Background: an optimization exercise with open tools, aiming at small area and a short achievable clock period. Do not read the settings as production practice. Only simulation tests tie the RTL to the original design; equivalence was not proved.

## flow/design.v (module list and top-level ports; edited modules follow where they fit)
// module Integrator: 867 lines
// module Integrator_fa: 6 lines
// module Integrator_fa1: 6 lines
// module Integrator_ha: 6 lines
// module Integrator_han: 6 lines
// module Integrator_xor: 5 lines
// module Integrator_maj: 5 lines
// module Integrator_mux: 5 lines
// module Integrator_aoi: 5 lines
// module Integrator_inv: 5 lines
// module Integrator_nand: 5 lines
// module Integrator_nor: 5 lines
// module Integrator_oai: 5 lines
// module Integrator_xnor: 5 lines
module Integrator
          (clk,
           reset,
           In,
           Out);
  // ...
==> flow/flow/run.sh <==
#!/bin/bash
# Layout flow: the standard synthesis and ORFS layout (standard.sh) with two
# changes to how the layout is made:
#  - the input and output ports get plain buffer cells (buffer_ports
#    -buffer_cell) instead of the delay cells buffer_ports picks by itself;
#  - clock tree synthesis adds no dummy loads (-dont_use_dummy_load); the
#    other CTS arguments are the ones ORFS builds from config.mk.
# Each step's full output goes to a log file here (ORFS keeps its own per-step
# logs under orfs/logs).
set -euo pipefail
export BUFFER_PORTS_ARGS="-buffer_cell sky130_fd_sc_hd__buf_2"
export CTS_ARGS="-sink_clustering_enable -repair_clock_nets -sink_clustering_size 30 -sink_clustering_max_diameter 100 -buf_list {sky130_fd_sc_hd__clkbuf_4 sky130_fd_sc_hd__clkbuf_8} -dont_use_dummy_load"
bash standard.sh synth > run_synth.log 2>&1
bash standard.sh > run_layout.log 2>&1
==> flow/standard.sh <==
#!/bin/bash
# synth_recipe.tcl (not shown) runs the flow's synth.tcl, then flattens the netlist and writes it again
# the make line also repeats each setting of config.mk as NAME=value (left out here)
make -C /OpenROAD-flow-scripts/flow DESIGN_CONFIG=/design/flow/config.mk WORK_HOME=/design/flow/orfs CLKGATE_MAP_FILE= SYNTH_SCRIPT=/design/flow/synth_recipe.tcl "${@:-finish}"
==> flow/config.mk <==
export PLATFORM = sky130hd
export DESIGN_NAME = Integrator
export DESIGN_NICKNAME = Integrator
export VERILOG_FILES = /design/flow/design.v
export SDC_FILE = /design/flow/constraint.sdc
export NUM_CORES = 4
export LEC_CHECK = 0
export CAP_MARGIN = 20
export CORE_MARGIN = 2
export CORE_UTILIZATION = 40
export CTS_BUF_LIST = sky130_fd_sc_hd__clkbuf_4 sky130_fd_sc_hd__clkbuf_8
export CTS_CLUSTER_DIAMETER = 100
export CTS_CLUSTER_SIZE = 30
export PLACE_DENSITY = 0.85
export SETUP_SLACK_MARGIN = 4
export SLEW_MARGIN = 20
export SYNTH_HIERARCHICAL = 1
export SYNTH_MINIMUM_KEEP_SIZE = 0
==> flow/constraint.sdc <==
create_clock -name core_clock -period 14.0 [get_ports {clk}]
set_input_delay 2.8000 -clock core_clock [delete_from_list [all_inputs] [get_ports {clk}]]
set_output_delay 2.8000 -clock core_clock [all_outputs]
set_load 0.01 [all_outputs]
==> run_results.csv, run 1 <==
group,metric,value,unit
status,status,"complete, no violations",
grt,busiest_layer,"met2",
worst_setup_path,required,11200,ps
logic_synthesis,synth_top_area_cell,"fa_1",
floorplanning,taps,220,
clock_tree,cts_tree,"yes",
routing,ant_nets,0,
floorplanning,die_area,17800,um2
sta,min_period,9370,ps
floorplanning,die_height,134,um
grt,grt_max_degree,88,
sta,clock_skew,24.1,ps
sta,period_share,66.9,%
routing,wl_met3,616,um
layout,inv_count,75,
floorplanning,fp-row-count,47,
sta,rsz0062_at_grt,"false",
routing,route.met2.wl,6.47,mm
layout,nFlopsAndLatches,87,
logic_synthesis,ys_warn_count,7,
logic_synthesis,synthFlopType,"dfrtp_1",
worst_setup_path,rr_endpoint,"y1[18]",
place,dpl.cell_count,799,
sta,final.setup.tns,0,ps
logic_synthesis,synthTopCellsByArea,"fa_1 (40%), dfrtp_1 (32%), xor2_1 (4.6%)",
layout,largestRegisters,"y1 x22, y2 x22",
worst_setup_path,cpLargestDelayFamily,"adder cells",
logic_synthesis,synth_top_family_by_area,"adder cells",
layout,nFillCells,1433,
worst_setup_path,startpoint,"In[9]",
floorplanning,start_util,40.6,%
layout,nets,765,
logic_synthesis,yosysSeqAreaShare,32.4,%
routing,dr.pass1.iters,4,
worst_setup_path,path_buf_inv,4,
==> inputs of run 2 (changes only) <==
--- a/flow/design.v
+++ b/flow/design.v
@@ -28,221 +28,213 @@
   Integrator_fa u_fa5 (.a(v[0]), .b(~v[2]), .c(~v[5]), .s(ts5), .co(tc5));
   wire ts6, tc6;
   Integrator_fa u_fa6 (.a(~v[9]), .b(tc3), .c(ts5), .s(ts6), .co(tc6));
   wire ts7, tc7;
   Integrator_fa u_fa7 (.a(v[1]), .b(~v[10]), .c(~v[3]), .s(ts7), .co(tc7));
   wire ts8, tc8;
   Integrator_fa u_fa8 (.a(~v[6]), .b(tc5), .c(ts7), .s(ts8), .co(tc8));
   wire ts9, tc9;
-  Integrator_fa u_fa9 (.a(v[2]), .b(vc), .c(x1[0]), .s(ts9), .co(tc9));
+  Integrator_fa u_fa9 (.a(v[2]), .b(x1[0]), .c(~v[11]), .s(ts9), .co(tc9));
   wire ts10, tc10;
-  Integrator_fa u_fa10 (.a(~v[11]), .b(~v[4]), .c(~v[7]), .s(ts10), .co(tc10));
+  Integrator_fa u_fa10 (.a(~v[4]), .b(~v[7]), .c(tc7), .s(ts10), .co(tc10));
   wire ts11, tc11;
-  Integrator_fa u_fa11 (.a(tc7), .b(ts10), .c(ts9), .s(ts11), .co(tc11));
+  Integrator_fa u_fa11 (.a(ts9), .b(tc8), .c(ts10), .s(ts11), .co(tc11));
   wire ts12, tc12;
-  Integrator_fa u_fa12 (.a(v[3]), .b(vc), .c(x1[1]), .s(ts12), .co(tc12));
+  Integrator_fa u_fa12 (.a(v[3]), .b(x1[1]), .c(~v[12]), .s(ts12), .co(tc12));
   wire ts13, tc13;
-  Integrator_fa u_fa13 (.a(~v[12]), .b(~v[5]), .c(~v[8]), .s(ts13), .co(tc13));
+  Integrator_fa u_fa13 (.a(~v[5]), .b(~v[8]), .c(tc9), .s(ts13), .co(tc13));
   wire ts14, tc14;
-  Integrator_fa u_fa14 (.a(tc10), .b(tc9), .c(ts12), .s(ts14), .co(tc14));
+  Integrator_fa u_fa14 (.a(ts12), .b(tc10), .c(ts13), .s(ts14), .co(tc14));
   wire ts15, tc15;
-  Integrator_fa u_fa15 (.a(ts13), .b(tc11), .c(ts14), .s(ts15), .co(tc15));
+  Integrator_fa u_fa15 (.a(v[4]), .b(x1[2]), .c(~v[13]), .s(ts15), .co(tc15));
   wire ts16, tc16;
-  Integrator_fa u_fa16 (.a(v[4]), .b(vc), .c(x1[2]), .s(ts16), .co(tc16));
+  Integrator_fa u_fa16 (.a(~v[6]), .b(~v[9]), .c(tc12), .s(ts16), .co(tc16));
   wire ts17, tc17;
-  Integrator_fa u_fa17 (.a(~v[13]), .b(~v[6]), .c(~v[9]), .s(ts17), .co(tc17));
+  Integrator_fa u_fa17 (.a(ts15), .b(tc13), .c(ts16), .s(ts17), .co(tc17));
   wire ts18, tc18;
-  Integrator_fa u_fa18 (.a(tc12), .b(tc13), .c(ts16), .s(ts18), .co(tc18));
+  Integrator_fa u_fa18 (.a(v[5]), .b(x1[3]), .c(~v[10]), .s(ts18), .co(tc18));
   wire ts19, tc19;
-  Integrator_fa u_fa19 (.a(ts17), .b(tc14), .c(ts18), .s(ts19), .co(tc19));
+  Integrator_fa u_fa19 (.a(~v[14]), .b(~v[7]), .c(tc15), .s(ts19), .co(tc19));
   wire ts20, tc20;
-  Integrator_fa u_fa20 (.a(v[5]), .b(vc), .c(x1[3]), .s(ts20), .co(tc20));
+  Integrator_fa u_fa20 (.a(ts18), .b(tc16), .c(ts19), .s(ts20), .co(tc20));
   wire ts21, tc21;
-  Integrator_fa u_fa21 (.a(~v[10]), .b(~v[14]), .c(~v[7]), .s(ts21), .co(tc21));
+  Integrator_fa u_fa21 (.a(v[6]), .b(x1[4]), .c(~v[11]), .s(ts21), .co(tc21));
   wire ts22, tc22;
-  Integrator_fa u_fa22 (.a(tc16), .b(tc17), .c(ts20), .s(ts22), .co(tc22));
+  Integrator_fa u_fa22 (.a(~v[15]), .b(~v[8]), .c(tc18), .s(ts22), .co(tc22));
   wire ts23, tc23;
-  Integrator_fa u_fa23 (.a(ts21), .b(tc18), .c(ts22), .s(ts23), .co(tc23));
+  Integrator_fa u_fa23 (.a(ts21), .b(tc19), .c(ts22), .s(ts23), .co(tc23));
   wire ts24, tc24;
-  Integrator_fa u_fa24 (.a(v[6]), .b(x1[4]), .c(~v[11]), .s(ts24), .co(tc24));
+  Integrator_fa u_fa24 (.a(v[7]), .b(vc), .c(x1[5]), .s(ts24), .co(tc24));
   wire ts25, tc25;
-  Integrator_fa u_fa25 (.a(~v[15]), .b(~v[8]), .c(tc20), .s(ts25), .co(tc25));
+  Integrator_fa u_fa25 (.a(~v[12]), .b(~v[16]), .c(~v[9]), .s(ts25), .co(tc25));
   wire ts26, tc26;
-  Integrator_fa u_fa26 (.a(tc21), .b(ts24), .c(tc22), .s(ts26), .co(tc26));
+  Integrator_fa u_fa26 (.a(tc21), .b(ts24), .c(ts25), .s(ts26), .co(tc26));
   wire ts27, tc27;
-  Integrator_fa u_fa27 (.a(ts25), .b(tc23), .c(ts26), .s(ts27), .co(tc27));
+  Integrator_fa u_fa27 (.a(tc22), .b(ts26), .c(tc23), .s(ts27), .co(tc27));
   wire ts28, tc28;
-  Integrator_fa u_fa28 (.a(v[7]), .b(vc), .c(x1[5]), .s(ts28), .co(tc28));
+  Integrator_fa u_fa28 (.a(v[8]), .b(vc), .c(x1[6]), .s(ts28), .co(tc28));
   wire ts29, tc29;
-  Integrator_fa u_fa29 (.a(~v[12]), .b(~v[16]), .c(~v[9]), .s(ts29), .co(tc29));
+  Integrator_fa u_fa29 (.a(~v[10]), .b(~v[13]), .c(~v[17]), .s(ts29), .co(tc29));
   wire ts30, tc30;
-  Integrator_fa u_fa30 (.a(tc24), .b(ts28), .c(ts29), .s(ts30), .co(tc30));
+  Integrator_fa u_fa30 (.a(tc24), .b(tc25), .c(ts28), .s(ts30), .co(tc30));
   wire ts31, tc31;
-  Integrator_fa u_fa31 (.a(tc25), .b(ts30), .c(tc26), .s(ts31), .co(tc31));
+  Integrator_fa u_fa31 (.a(ts29), .b(tc26), .c(ts30), .s(ts31), .co(tc31));
   wire ts32, tc32;
-  Integrator_fa u_fa32 (.a(v[8]), .b(vc), .c(x1[6]), .s(ts32), .co(tc32));
+  Integrator_fa u_fa32 (.a(v[9]), .b(vc), .c(x1[7]), .s(ts32), .co(tc32));
   wire ts33, tc33;
-  Integrator_fa u_fa33 (.a(~v[10]), .b(~v[13]), .c(~v[17]), .s(ts33), .co(tc33));
+  Integrator_fa u_fa33 (.a(~v[11]), .b(~v[14]), .c(~v[18]), .s(ts33), .co(tc33));
   wire ts34, tc34;
   Integrator_fa u_fa34 (.a(tc28), .b(tc29), .c(ts32), .s(ts34), .co(tc34));
   wire ts35, tc35;
   Integrator_fa u_fa35 (.a(ts33), .b(tc30), .c(ts34), .s(ts35), .co(tc35));
   wire ts36, tc36;
-  Integrator_fa u_fa36 (.a(v[9]), .b(x1[7]), .c(~v[11]), .s(ts36), .co(tc36));
+  Integrator_fa u_fa36 (.a(v[10]), .b(vc), .c(x1[8]), .s(ts36), .co(tc36));
   wire ts37, tc37;
-  Integrator_fa u_fa37 (.a(~v[14]), .b(~v[18]), .c(tc32), .s(ts37), .co(tc37));
+  Integrator_fa u_fa37 (.a(~v[12]), .b(~v[15]), .c(~v[19]), .s(ts37), .co(tc37));
   wire ts38, tc38;
-  Integrator_fa u_fa38 (.a(tc33), .b(ts36), .c(tc34), .s(ts38), .co(tc38));
+  Integrator_fa u_fa38 (.a(tc32), .b(tc33), .c(ts36), .s(ts38), .co(tc38));
   wire ts39, tc39;
-  Integrator_fa u_fa39 (.a(ts37), .b(tc35), .c(ts38), .s(ts39), .co(tc39));
+  Integrator_fa u_fa39 (.a(ts37), .b(tc34), .c(ts38), .s(ts39), .co(tc39));
   wire ts40, tc40;
-  Integrator_fa u_fa40 (.a(v[10]), .b(vc), .c(x1[8]), .s(ts40), .co(tc40));
+  Integrator_fa u_fa40 (.a(v[11]), .b(x1[9]), .c(~v[13]), .s(ts40), .co(tc40));
   wire ts41, tc41;
-  Integrator_fa u_fa41 (.a(~v[12]), .b(~v[15]), .c(~v[19]), .s(ts41), .co(tc41));
+  Integrator_fa u_fa41 (.a(~v[16]), .b(~v[20]), .c(tc36), .s(ts41), .co(tc41));
   wire ts42, tc42;
-  Integrator_fa u_fa42 (.a(tc36), .b(ts40), .c(ts41), .s(ts42), .co(tc42));
+  Integrator_fa u_fa42 (.a(tc37), .b(ts40), .c(tc38), .s(ts42), .co(tc42));
   wire ts43, tc43;
-  Integrator_fa u_fa43 (.a(tc37), .b(ts42), .c(tc38), .s(ts43), .co(tc43));
+  Integrator_fa u_fa43 (.a(ts41), .b(tc39), .c(ts42), .s(ts43), .co(tc43));
   wire ts44, tc44;
-  Integrator_fa u_fa44 (.a(v[11]), .b(x1[9]), .c(~v[13]), .s(ts44), .co(tc44));
+  Integrator_fa1 u_fa44 (.a(~v[1]), .b(~x[1]), .s(ts44), .co(tc44));
   wire ts45, tc45;
-  Integrator_fa u_fa45 (.a(~v[16]), .b(~v[20]), .c(tc40), .s(ts45), .co(tc45));
+  Integrator_ha u_ha45 (.a(~v[2]), .b(~x[2]), .s(ts45), .co(tc45));
   wire ts46, tc46;
-  Integrator_fa u_fa46 (.a(tc41), .b(ts44), .c(tc42), .s(ts46), .co(tc46));
+  Integrator_ha u_ha46 (.a(~v[3]), .b(~x[3]), .s(ts46), .co(tc46));
   wire ts47, tc47;
-  Integrator_fa u_fa47 (.a(ts45), .b(ts46), .c(tc43), .s(ts47), .co(tc47));
+  Integrator_fa u_fa47 (.a(~v[0]), .b(~v[4]), .c(~x[0]), .s(ts47), .co(tc47));
   wire ts48, tc48;
-  Integrator_fa1 u_fa48 (.a(~v[1]), .b(~x[1]), .s(ts48), .co(tc48));
+  Integrator_ha u_ha48 (.a(~x[4]), .b(tc46), .s(ts48), .co(tc48));
   wire ts49, tc49;
-  Integrator_ha u_ha49 (.a(~v[2]), .b(~x[2]), .s(ts49), .co(tc49));
+  Integrator_fa u_fa49 (.a(ts0), .b(~x[1]), .c(~x[5]), .s(ts49), .co(tc49));
   wire ts50, tc50;
-  Integrator_ha u_ha50 (.a(~v[3]), .b(~x[3]), .s(ts50), .co(tc50));
+  Integrator_ha u_ha50 (.a(tc48), .b(tc47), .s(ts50), .co(tc50));
   wire ts51, tc51;
-  Integrator_fa u_fa51 (.a(~v[0]), .b(~v[4]), .c(~x[0]), .s(ts51), .co(tc51));
+  Integrator_fa u_fa51 (.a(ts1), .b(~x[2]), .c(~x[6]), .s(ts51), .co(tc51));
   wire ts52, tc52;
-  Integrator_ha u_ha52 (.a(~x[4]), .b(tc50), .s(ts52), .co(tc52));
+  Integrator_ha u_ha52 (.a(tc49), .b(ts51), .s(ts52), .co(tc52));
   wire ts53, tc53;
-  Integrator_fa u_fa53 (.a(ts0), .b(~x[1]), .c(~x[5]), .s(ts53), .co(tc53));
+  Integrator_fa u_fa53 (.a(ts2), .b(tc1), .c(~x[0]), .s(ts53), .co(tc53));
   wire ts54, tc54;
-  Integrator_ha u_ha54 (.a(tc52), .b(tc51), .s(ts54), .co(tc54));
+  Integrator_fa u_fa54 (.a(~x[3]), .b(~x[7]), .c(tc51), .s(ts54), .co(tc54));
   wire ts55, tc55;
-  Integrator_fa u_fa55 (.a(ts1), .b(~x[2]), .c(~x[6]), .s(ts55), .co(tc55));
+  Integrator_ha u_ha55 (.a(ts53), .b(tc52), .s(ts55), .co(tc55));
   wire ts56, tc56;
-  Integrator_ha u_ha56 (.a(tc53), .b(ts55), .s(ts56), .co(tc56));
+  Integrator_ha u_ha56 (.a(ts4), .b(~x[1]), .s(ts56), .co(tc56));
   wire ts57, tc57;
-  Integrator_fa u_fa57 (.a(ts2), .b(tc1), .c(~x[0]), .s(ts57), .co(tc57));
+  Integrator_fa u_fa57 (.a(~x[4]), .b(~x[8]), .c(ts56), .s(ts57), .co(tc57));
   wire ts58, tc58;
-  Integrator_fa u_fa58 (.a(~x[3]), .b(~x[7]), .c(tc55), .s(ts58), .co(tc58));
+  Integrator_fa u_fa58 (.a(tc53), .b(ts57), .c(tc54), .s(ts58), .co(tc58));
   wire ts59, tc59;
-  Integrator_ha u_ha59 (.a(ts57), .b(tc56), .s(ts59), .co(tc59));
+  Integrator_fa u_fa59 (.a(tc4), .b(ts6), .c(x[0]), .s(ts59), .co(tc59));
   wire ts60, tc60;
-  Integrator_ha u_ha60 (.a(ts4), .b(~x[1]), .s(ts60), .co(tc60));
+  Integrator_fa u_fa60 (.a(~x[2]), .b(~x[5]), .c(~x[9]), .s(ts60), .co(tc60));
   wire ts61, tc61;
-  Integrator_fa u_fa61 (.a(~x[4]), .b(~x[8]), .c(ts60), .s(ts61), .co(tc61));
+  Integrator_fa u_fa61 (.a(tc56), .b(ts59), .c(ts60), .s(ts61), .co(tc61));
   wire ts62, tc62;
-  Integrator_fa u_fa62 (.a(tc57), .b(ts61), .c(tc58), .s(ts62), .co(tc62));
+  Integrator_ha u_ha62 (.a(tc57), .b(ts61), .s(ts62), .co(tc62));
   wire ts63, tc63;
-  Integrator_fa u_fa63 (.a(tc4), .b(ts6), .c(x[0]), .s(ts63), .co(tc63));
+  Integrator_fa u_fa63 (.a(tc6), .b(ts8), .c(x[1]), .s(ts63), .co(tc63));
   wire ts64, tc64;
-  Integrator_fa u_fa64 (.a(~x[2]), .b(~x[5]), .c(~x[9]), .s(ts64), .co(tc64));
+  Integrator_fa u_fa64 (.a(~x[10]), .b(~x[3]), .c(~x[6]), .s(ts64), .co(tc64));
   wire ts65, tc65;
-  Integrator_fa u_fa65 (.a(tc60), .b(ts63), .c(ts64), .s(ts65), .co(tc65));
+  Integrator_fa u_fa65 (.a(tc59), .b(tc60), .c(ts63), .s(ts65), .co(tc65));
   wire ts66, tc66;
-  Integrator_ha u_ha66 (.a(tc61), .b(ts65), .s(ts66), .co(tc66));
+  Integrator_fa u_fa66 (.a(ts64), .b(tc61), .c(ts65), .s(ts66), .co(tc66));
   wire ts67, tc67;
-  Integrator_fa u_fa67 (.a(tc6), .b(ts8), .c(x[1]), .s(ts67), .co(tc67));
+  Integrator_fa u_fa67 (.a(ts11), .b(x[2]), .c(~x[11]), .s(ts67), .co(tc67));
   wire ts68, tc68;
-  Integrator_fa u_fa68 (.a(~x[10]), .b(~x[3]), .c(~x[6]), .s(ts68), .co(tc68));
+  Integrator_fa u_fa68 (.a(~x[4]), .b(~x[7]), .c(tc63), .s(ts68), .co(tc68));
   wire ts69, tc69;
-  Integrator_fa u_fa69 (.a(tc63), .b(tc64), .c(ts67), .s(ts69), .co(tc69));
+  Integrator_ha u_ha69 (.a(tc64), .b(ts67), .s(ts69), .co(tc69));
   wire ts70, tc70;
-  Integrator_fa u_fa70 (.a(ts68), .b(tc65), .c(ts69), .s(ts70), .co(tc70));
+  Integrator_fa u_fa70 (.a(ts69), .b(tc65), .c(ts68), .s(ts70), .co(tc70));
   wire ts71, tc71;
-  Integrator_fa u_fa71 (.a(tc8), .b(ts11), .c(x[2]), .s(ts71), .co(tc71));
+  Integrator_fa u_fa71 (.a(tc11), .b(ts14), .c(x[3]), .s(ts71), .co(tc71));
   wire ts72, tc72;
-  Integrator_fa u_fa72 (.a(~x[11]), .b(~x[4]), .c(~x[7]), .s(ts72), .co(tc72));
+  Integrator_fa u_fa72 (.a(~x[12]), .b(~x[5]), .c(~x[8]), .s(ts72), .co(tc72));
   wire ts73, tc73;
-  Integrator_fa u_fa73 (.a(tc67), .b(tc68), .c(ts71), .s(ts73), .co(tc73));
+  Integrator_fa u_fa73 (.a(tc67), .b(ts71), .c(ts72), .s(ts73), .co(tc73));
   wire ts74, tc74;
-  Integrator_fa u_fa74 (.a(ts72), .b(tc69), .c(ts73), .s(ts74), .co(tc74));
+  Integrator_fa u_fa74 (.a(tc69), .b(tc68), .c(ts73), .s(ts74), .co(tc74));
   wire ts75, tc75;
-  Integrator_fa u_fa75 (.a(ts15), .b(x[3]), .c(~x[5]), .s(ts75), .co(tc75));
+  Integrator_fa u_fa75 (.a(tc14), .b(ts17), .c(x[4]), .s(ts75), .co(tc75));
   wire ts76, tc76;
-  Integrator_fa u_fa76 (.a(~x[12]), .b(~x[8]), .c(tc71), .s(ts76), .co(tc76));
+  Integrator_fa u_fa76 (.a(~x[13]), .b(~x[6]), .c(~x[9]), .s(ts76), .co(tc76));
   wire ts77, tc77;
-  Integrator_ha u_ha77 (.a(tc72), .b(ts75), .s(ts77), .co(tc77));
+  Integrator_fa u_fa77 (.a(tc71), .b(tc72), .c(ts75), .s(ts77), .co(tc77));
   wire ts78, tc78;
-  Integrator_fa u_fa78 (.a(ts77), .b(tc73), .c(ts76), .s(ts78), .co(tc78));
+  Integrator_fa u_fa78 (.a(ts76), .b(tc73), .c(ts77), .s(ts78), .co(tc78));
   wire ts79, tc79;
-  Integrator_fa u_fa79 (.a(tc15), .b(ts19), .c(x[4]), .s(ts79), .co(tc79));
+  Integrator_fa u_fa79 (.a(tc17), .b(ts20), .c(x[5]), .s(ts79), .co(tc79));
   wire ts80, tc80;
-  Integrator_fa u_fa80 (.a(~x[13]), .b(~x[6]), .c(~x[9]), .s(ts80), .co(tc80));
+  Integrator_fa u_fa80 (.a(~x[10]), .b(~x[14]), .c(~x[7]), .s(ts80), .co(tc80));
   wire ts81, tc81;
-  Integrator_fa u_fa81 (.a(tc75), .b(ts79), .c(ts80), .s(ts81), .co(tc81));
+  Integrator_fa u_fa81 (.a(tc75), .b(tc76), .c(ts79), .s(ts81), .co(tc81));
   wire ts82, tc82;
-  Integrator_fa u_fa82 (.a(tc77), .b(tc76), .c(ts81), .s(ts82), .co(tc82));
+  Integrator_fa u_fa82 (.a(ts80), .b(tc77), .c(ts81), .s(ts82), .co(tc82));
   wire ts83, tc83;
-  Integrator_fa u_fa83 (.a(tc19), .b(ts23), .c(x[5]), .s(ts83), .co(tc83));
+  Integrator_fa u_fa83 (.a(tc20), .b(ts23), .c(x[6]), .s(ts83), .co(tc83));
   wire ts84, tc84;
-  Integrator_fa u_fa84 (.a(~x[10]), .b(~x[14]), .c(~x[7]), .s(ts84), .co(tc84));
+  Integrator_fa u_fa84 (.a(~x[11]), .b(~x[15]), .c(~x[8]), .s(ts84), .co(tc84));
   wire ts85, tc85;
   Integrator_fa u_fa85 (.a(tc79), .b(tc80), .c(ts83), .s(ts85), .co(tc85));
   wire ts86, tc86;
   Integrator_fa u_fa86 (.a(ts84), .b(tc81), .c(ts85), .s(ts86), .co(tc86));
   wire ts87, tc87;
-  Integrator_ha u_ha87 (.a(ts27), .b(x[6]), .s(ts87), .co(tc87));
+  Integrator_fa u_fa87 (.a(ts27), .b(x[7]), .c(~x[12]), .s(ts87), .co(tc87));
   wire ts88, tc88;
-  Integrator_fa u_fa88 (.a(~x[11]), .b(~x[15]), .c(~x[8]), .s(ts88), .co(tc88));
+  Integrator_fa u_fa88 (.a(~x[16]), .b(~x[9]), .c(tc83), .s(ts88), .co(tc88));
   wire ts89, tc89;
-  Integrator_fa u_fa89 (.a(ts87), .b(tc83), .c(tc84), .s(ts89), .co(tc89));
+  Integrator_ha u_ha89 (.a(tc84), .b(ts87), .s(ts89), .co(tc89));
   wire ts90, tc90;
-  Integrator_fa u_fa90 (.a(ts88), .b(tc85), .c(ts89), .s(ts90), .co(tc90));
+  Integrator_fa u_fa90 (.a(ts89), .b(tc85), .c(ts88), .s(ts90), .co(tc90));
   wire ts91, tc91;
-  Integrator_fa u_fa91 (.a(tc27), .b(ts31), .c(x[7]), .s(ts91), .co(tc91));
+  Integrator_fa u_fa91 (.a(ts31), .b(tc27), .c(x[8]), .s(ts91), .co(tc91));
   wire ts92, tc92;
-  Integrator_fa u_fa92 (.a(~x[12]), .b(~x[16]), .c(~x[9]), .s(ts92), .co(tc92));
+  Integrator_fa u_fa92 (.a(~x[10]), .b(~x[13]), .c(~x[17]), .s(ts92), .co(tc92));
   wire ts93, tc93;
-  Integrator_fa u_fa93 (.a(tc87), .b(tc88), .c(ts91), .s(ts93), .co(tc93));
+  Integrator_fa u_fa93 (.a(tc87), .b(ts91), .c(ts92), .s(ts93), .co(tc93));
   wire ts94, tc94;
-  Integrator_fa u_fa94 (.a(ts92), .b(tc89), .c(ts93), .s(ts94), .co(tc94));
+  Integrator_fa u_fa94 (.a(tc89), .b(tc88), .c(ts93), .s(ts94), .co(tc94));
   wire ts95, tc95;
-  Integrator_fa u_fa95 (.a(ts35), .b(x[8]), .c(~x[10]), .s(ts95), .co(tc95));
+  Integrator_fa u_fa95 (.a(tc31), .b(ts35), .c(x[9]), .s(ts95), .co(tc95));
   wire ts96, tc96;
-  Integrator_fa u_fa96 (.a(tc31), .b(~x[13]), .c(~x[17]), .s(ts96), .co(tc96));
+  Integrator_fa u_fa96 (.a(~x[11]), .b(~x[14]), .c(~x[18]), .s(ts96), .co(tc96));
   wire ts97, tc97;
-  Integrator_fa u_fa97 (.a(tc91), .b(tc92), .c(ts95), .s(ts97), .co(tc97));
+  Integrator_fa u_fa97 (.a(tc91), .b(tc92), .c(ts96), .s(ts97), .co(tc97));
   wire ts98, tc98;
-  Integrator_fa u_fa98 (.a(ts96), .b(tc93), .c(ts97), .s(ts98), .co(tc98));
+  Integrator_fa u_fa98 (.a(ts95), .b(tc93), .c(ts97), .s(ts98), .co(tc98));
   wire ts99, tc99;
-  Integrator_fa u_fa99 (.a(ts39), .b(x[9]), .c(~x[11]), .s(ts99), .co(tc99));
+  Integrator_fa u_fa99 (.a(tc35), .b(ts39), .c(x[10]), .s(ts99), .co(tc99));
   wire ts100, tc100;
-  Integrator_fa u_fa100 (.a(~x[14]), .b(~x[18]), .c(tc95), .s(ts100), .co(tc100));
+  Integrator_fa u_fa100 (.a(~x[12]), .b(~x[15]), .c(~x[19]), .s(ts100), .co(tc100));
   wire ts101, tc101;
-  Integrator_ha u_ha101 (.a(tc96), .b(ts99), .s(ts101), .co(tc101));
+  Integrator_fa u_fa101 (.a(tc95), .b(tc96), .c(ts100), .s(ts101), .co(tc101));
   wire ts102, tc102;
-  Integrator_fa u_fa102 (.a(ts101), .b(tc97), .c(ts100), .s(ts102), .co(tc102));
+  Integrator_fa u_fa102 (.a(ts99), .b(tc97), .c(ts101), .s(ts102), .co(tc102));
   wire ts103, tc103;
-  Integrator_fa u_fa103 (.a(tc39), .b(ts43), .c(x[10]), .s(ts103), .co(tc103));
+  Integrator_fa u_fa103 (.a(ts43), .b(x[11]), .c(~x[13]), .s(ts103), .co(tc103));
   wire ts104, tc104;
-  Integrator_fa u_fa104 (.a(~x[12]), .b(~x[15]), .c(~x[19]), .s(ts104), .co(tc104));
+  Integrator_fa u_fa104 (.a(~x[16]), .b(~x[20]), .c(tc99), .s(ts104), .co(tc104));
   wire ts105, tc105;
-  Integrator_fa u_fa105 (.a(tc99), .b(ts103), .c(ts104), .s(ts105), .co(tc105));
+  Integrator_ha u_ha105 (.a(tc100), .b(ts103), .s(ts105), .co(tc105));
   wire ts106, tc106;
-  Integrator_fa u_fa106 (.a(tc101), .b(tc100), .c(ts105), .s(ts106), .co(tc106));
-  wire ts107, tc107;
-  Integrator_fa u_fa107 (.a(x[11]), .b(~x[13]), .c(~x[16]), .s(ts107), .co(tc107));
-  wire ts108, tc108;
-  Integrator_fa u_fa108 (.a(~x[20]), .b(ts47), .c(tc103), .s(ts108), .co(tc108));
-  wire ts109, tc109;
-  Integrator_ha u_ha109 (.a(tc104), .b(ts107), .s(ts109), .co(tc109));
-  wire ts110, tc110;
-  Integrator_fa u_fa110 (.a(ts109), .b(tc105), .c(ts108), .s(ts110), .co(tc110));
-  wire [20:0] ts = {tc106, tc102, tc98, tc94, tc90, tc86, tc82, tc78, tc74, tc70, tc66, tc62, tc59, ts58, tc54, ts53, ts51, tc49, ts49, 1'b0, ~v[0]};
-  wire [20:0] tc = {ts110, ts106, ts102, ts98, ts94, ts90, ts86, ts82, ts78, ts74, ts70, ts66, ts62, ts59, ts56, ts54, ts52, ts50, tc48, ts48, ~x[0]};
+  Integrator_fa u_fa106 (.a(ts105), .b(tc101), .c(ts104), .s(ts106), .co(tc106));
+  wire [20:0] ts = {tc102, tc98, tc94, tc90, tc86, tc82, tc78, tc74, tc70, tc66, tc62, tc58, tc55, ts54, tc50, ts49, ts47, tc45, ts45, 1'b0, ~v[0]};
+  wire [20:0] tc = {ts106, ts102, ts98, ts94, ts90, ts86, ts82, ts78, ts74, ts70, ts66, ts62, ts58, ts55, ts52, ts50, ts48, ts46, tc44, ts44, ~x[0]};
   wire ra0_1, rb1_2;
   Integrator_fa u_ra0_1 (.a(y2[0]), .b(ts[0]), .c(tc[0]), .s(ra0_1), .co(rb1_2));
   wire ra1_3, rb2_4;
   Integrator_ha u_ra1_3 (.a(y2[1]), .b(tc[1]), .s(ra1_3), .co(rb2_4));
   wire ra2_5, rb3_6;
   Integrator_fa u_ra2_5 (.a(y2[2]), .b(ts[2]), .c(tc[2]), .s(ra2_5), .co(rb3_6));
   wire ra3_7, rb4_8;
   Integrator_fa u_ra3_7 (.a(y2[3]), .b(ts[3]), .c(tc[3]), .s(ra3_7), .co(rb4_8));
@@ -824,29 +816,29 @@
   wire vk7;
   Integrator_fa u_vl7 (.a(x1[7]), .b(~x[6]), .c(vk6), .s(v_next[7]), .co(vk7));
   wire vk8;
   Integrator_fa u_vl8 (.a(x1[8]), .b(~x[7]), .c(vk7), .s(v_next[8]), .co(vk8));
   wire vk9;
   Integrator_fa u_vl9 (.a(x1[9]), .b(~x[8]), .c(vk8), .s(v_next[9]), .co(vk9));
   wire vk10;
   Integrator_fa u_vl10 (.a(x1[10]), .b(~x[9]), .c(vk9), .s(v_next[10]), .co(vk10));
-  wire vc_next = vk10;
-  wire vh11;
-  Integrator_ha u_vh11 (.a(x1[11]), .b(~x[10]), .s(v_next[11]), .co(vh11));
-  wire vh12;
-  Integrator_fa u_vh12 (.a(x1[12]), .b(~x[11]), .c(vh11), .s(v_next[12]), .co(vh12));
-  wire vh13;
-  Integrator_fa u_vh13 (.a(x1[13]), .b(~x[12]), .c(vh12), .s(v_next[13]), .co(vh13));
-  wire vh14;
-  Integrator_fa u_vh14 (.a(x1[14]), .b(~x[13]), .c(vh13), .s(v_next[14]), .co(vh14));
-  wire vh15;
-  Integrator_fa u_vh15 (.a(x1[15]), .b(~x[14]), .c(vh14), .s(v_next[15]), .co(vh15));
+  wire vk11;
+  Integrator_fa u_vl11 (.a(x1[11]), .b(~x[10]), .c(vk10), .s(v_next[11]), .co(vk11));
+  wire vk12;
+  Integrator_fa u_vl12 (.a(x1[12]), .b(~x[11]), .c(vk11), .s(v_next[12]), .co(vk12));
+  wire vk13;
+  Integrator_fa u_vl13 (.a(x1[13]), .b(~x[12]), .c(vk12), .s(v_next[13]), .co(vk13));
+  wire vk14;
+  Integrator_fa u_vl14 (.a(x1[14]), .b(~x[13]), .c(vk13), .s(v_next[14]), .co(vk14));
+  wire vk15;
+  Integrator_fa u_vl15 (.a(x1[15]), .b(~x[14]), .c(vk14), .s(v_next[15]), .co(vk15));
+  wire vc_next = vk15;
   wire vh16;
-  Integrator_fa u_vh16 (.a(x1[16]), .b(~x[15]), .c(vh15), .s(v_next[16]), .co(vh16));
+  Integrator_ha u_vh16 (.a(x1[16]), .b(~x[15]), .s(v_next[16]), .co(vh16));
   wire vh17;
   Integrator_fa u_vh17 (.a(x1[17]), .b(~x[16]), .c(vh16), .s(v_next[17]), .co(vh17));
   wire vh18;
   Integrator_fa u_vh18 (.a(x1[18]), .b(~x[17]), .c(vh17), .s(v_next[18]), .co(vh18));
   wire vh19;
   Integrator_fa u_vh19 (.a(x1[19]), .b(~x[18]), .c(vh18), .s(v_next[19]), .co(vh19));
   assign v_next[20] = x1[20] ^ ~x[19] ^ vh19;
   always @(posedge clk or posedge reset) begin
==> run 2 against run 1 <==
  * Sequential cell count stayed put
  * Global-route usage is 0.21 points higher
  * Non-clock buffer count is the same
  * Register-to-register slack worse by 730 ps
  * Via count rose by 0.42%
  * Design area fell by 1.0%
  * Die area decreased by 1.0%
  * Critical endpoint unchanged
  * Largest cell class unchanged
==> run_results.csv, run 2 <==
group,metric,value,unit
clock_tree,htreeDepth,3,
clock_tree,post_cts_buffers,0,
worst_setup_path,endpoint_kind,"output pin",
logic_synthesis,synth_edf_count,0,
routing,dr.pass1.iters,4,
sta,relSlewSlack,45.6,%
layout,nFillCells,1428,
worst_setup_path,critical_path_class,"input port to output pin",
clock_tree,cts.hold.buffers_added,0,
routing,vias,3809,
clock_tree,cts_root_buf,"clkbuf_8",
floorplanning,die_width,133,um
sta,rsz0062_at_grt,"false",
logic_synthesis,synth.distinct_cells,13,
grt,grt_pass1_vias,4443,
sta,final.setup.tns,0,ps
clock_tree,cts.sinks,87,
clock_tree,max-clock-path-buffers,2,
place,place_hpwl,10.7,mm
layout,stdcell_count,805,
grt,gr-usage-met1,20.2,%
grt,grt_max_degree,66,
routing,drtIter0Drc,213,
grt,antenna_found_initial,1,
floorplanning,die_area,17700,um2
worst_setup_path,start_kind,"input port",
layout,largestRegisters,"y1 x22, y2 x22",
logic_synthesis,async_reset_ff_share,100,%
sta,period_share,67.2,%
logic_synthesis,avgSynthCellArea,12.0,um2
sta,clock_skew,30.3,ps
worst_setup_path,path_buf_inv,4,
sta,hold_viol_final,0,
clock_tree,cts.clk_slew.worst_paths,60,ps
logic_synthesis,synth_seq_cells,87,
logic_synthesis,synth_fp_nets,723,
layout,layout_commonest_cell,"fa_1",
grt,use_met3,3.41,%
worst_setup_path,crit_path_cell_trace,"buf_2, inv_1, fa_1, fa_1, fa_1, fa_1, nor2_1, nor2_1, a21oi_2, o21ai_1, a21oi_2, inv_1, a21oi_2, xnor2_1, buf_2",
layout,layout-drive-gt1-share,12.8,%
logic_synthesis,ys_warn_count,7,
worst_setup_path,cpLargestDelayFamily,"adder cells",
clock_tree,numCtsBuffers,9,
worst_setup_path,path_max_fanout,5,
sta,worst_pin_slew,815,ps
sta,drv_slew,0,
logic_synthesis,synthCells,552,
layout,mostFrequentLayoutCells,"fa_1 (130), dfrtp_1 (87), inv_1 (74)",
sta,min_period,9410,ps
routing,drc,0,
logic_synthesis,synthTopCellsByArea,"fa_1 (39%), dfrtp_1 (33%), xor2_1 (4.6%)",
grt,grt_pass1_wl,21.9,mm
logic_synthesis,synth_top_area_share,39.2,%
routing,ant_nets,0,
place,dpl.cell_count,795,
routing,wl_per_cell,15.6,um
worst_setup_path,required,11200,ps
sta,max_freq,0.106,GHz
floorplanning,fp-row-count,47,
logic_synthesis,ys_top_cells_by_count,"fa_1 (130), dfrtp_1 (87), inv_1 (75), nor2_1 (66), nand2_1 (48)",
clock_tree,cts_tree,"yes",
worst_setup_path,path_common_cell,"fa_1",
logic_synthesis,synth_top_area_cell,"fa_1",
clock_tree,ctsResizeCount,0,
layout,area_growth,7.01,%
hold_path,holdCritPathClass,"flip-flop to flip-flop",
worst_setup_path,cp_data_arrival_time,6610,ps
logic_synthesis,synthFlopType,"dfrtp_1",
routing,avgViaCountPerCell,4.73,
grt,busiest_layer,"met2",
status,status,"complete, no violations",
clock_tree,insertion_delay,380,ps
floorplanning,start_util,40.5,%
grt,overflow,0,
routing,routed_wl,12.5,mm
worst_setup_path,max_stage_delay,600,ps
logic_synthesis,netlist_area,6640,um2
place,place.gp.congestion,0.850,
floorplanning,die_height,133,um
sta,setup_violations,0,
flow_run,maxCapViolCount,0,
logic_synthesis,yosysMostFrequentCell,"fa_1",
grt,grt_use_total,16.1,%
logic_synthesis,yosysSeqAreaShare,32.8,%
floorplanning,pin_count,46,
floorplanning,coreArea,16400,um2
grt,met2_usage,28.1,%
worst_setup_path,critPathSlowestCell,"fa_1",
layout,nets,757,
place,io_buffers,44,
run 2: logic make-up (layout without fill, tap and decap cells):
group | after synthesis | after routing | share of synthesized area (%)
buf+inv | 97 | 129 | 6.72
simple gates | 116 | 116 | 6.61
other cells | 0 | 1 | 0
xor+xnor | 44 | 44 | 5.80
flops | 87 | 87 | 32.8
fa+ha+maj | 147 | 147 | 42.4
compound gates | 61 | 61 | 5.73
run 2: routing by layer:
metal  wire, um  vias to the layer above  part of all wire [%]
li1           -                     1716                     -
met1       5250                     1998                    42
met2       6620                       74                    53
met3        415                       21                   3.3
met4        243                        0                   1.9
met5          0                        -                     0
run 2: worst register-to-register path, stage by stage (launching register included):
cell     delay (ps)
dfrtp_1         410
inv_1            70
ha_1            130
inv_1            50
fa_1            370
fa_1            390
fa_1            400
fa_1            390
fa_1            390
fa_1            390
fa_1            440
fa_1            400
fa_1            410
fa_1            400
fa_1            410
fa_1            400
fa_1            410
fa_1            430
run 2: modules after synthesis, one instance, submodules excluded:
| module | cells | flip-flops and latches | cell area (um2) |
|---|---|---|---|
| Integrator | 161 | 87 | 2560 |
| Integrator_xor | 1 | 0 | 8.76 |
| Integrator_oai | 1 | 0 | 5.00 |
| Integrator_aoi | 1 | 0 | 8.76 |
| Integrator_ha | 1 | 0 | 12.5 |
| Integrator_fa1 | 5 | 0 | 27.5 |
| Integrator_fa | 1 | 0 | 20.0 |
| Integrator_nor | 1 | 0 | 3.75 |
| Integrator_xnor | 1 | 0 | 8.76 |
| Integrator_nand | 1 | 0 | 3.75 |
| Integrator_inv | 1 | 0 | 3.75 |
run 2: layout make-up:
class,count,area (um2),area share [%]
Multi-Input combinational cell,368,4020,56.5
Sequential cell,87,2180,30.6
Inverter,75,283,3.98
Tap cell,220,275,3.87
Timing Repair Buffer,45,228,3.20
Clock buffer,9,124,1.74
Antenna cell,1,2.50,0.0352
run 2: final timing paths:
path,startpoint,endpoint,slack [ps],depth (start not counted)
hold / removal,y1[5],y2[5],350,0
hold reg to reg,y1[5],y2[5],350,0
setup / recovery,In[9],Out[19],4590,15
max in group asynchronous,reset,x1[16],10460,3
min in group asynchronous,reset,y2[8],2410,2
setup reg to reg,x1[1],v[15],7600,17
run 2: metrics by stage:
| step | hold slack, ps | util, % | setup slack, ps | instance area [um2] |
|---|---|---|---|---|
| after floorplan | 331 | - | 5170 | 6640 |
| after global placement | 332 | 42.6 | 4710 | 6980 |
| after detailed placement | 336 | 42.6 | 4620 | 6980 |
| after CTS | 352 | 43.3 | 4580 | 7110 |
| after global routing | 355 | 43.3 | 4310 | 7110 |
| final | 348 | 43.3 | 4590 | 7110 |

what the ideal ports hide:
The flow's constraints put no driver on any port. The routed layouts listed below were extracted and timed again, unchanged, in two steps.
Step 1: set_driving_cell puts a clkbuf_16 on clk and a buf_2 on each other input, an assumption about the parent block.
Step 2 moves the port delays by t, midway between the first and last clock arrival at a register: inputs arrive t later, outputs are due t later. That takes back most of the time a late clock gives input paths.
Three values: no drivers, after step 1, after step 2; two values: the first two.
run	t, ns	setup slack, ns	hold slack, ns	worst setup path at the end	worst data-port slew with drivers (ns)
run 1	0.394	4.630 / 4.597 / 4.597	0.350 / 0.350 / 0.350	input to output	0.06
run 2	0.395	4.590 / 4.569 / 4.569	0.348 / 0.348 / 0.348	input to output	0.05
After both steps every run listed still meets setup and hold. The setup slack of run 1, which loses most, moves by -0.033 ns with the drivers and by -0.033 ns with both steps.
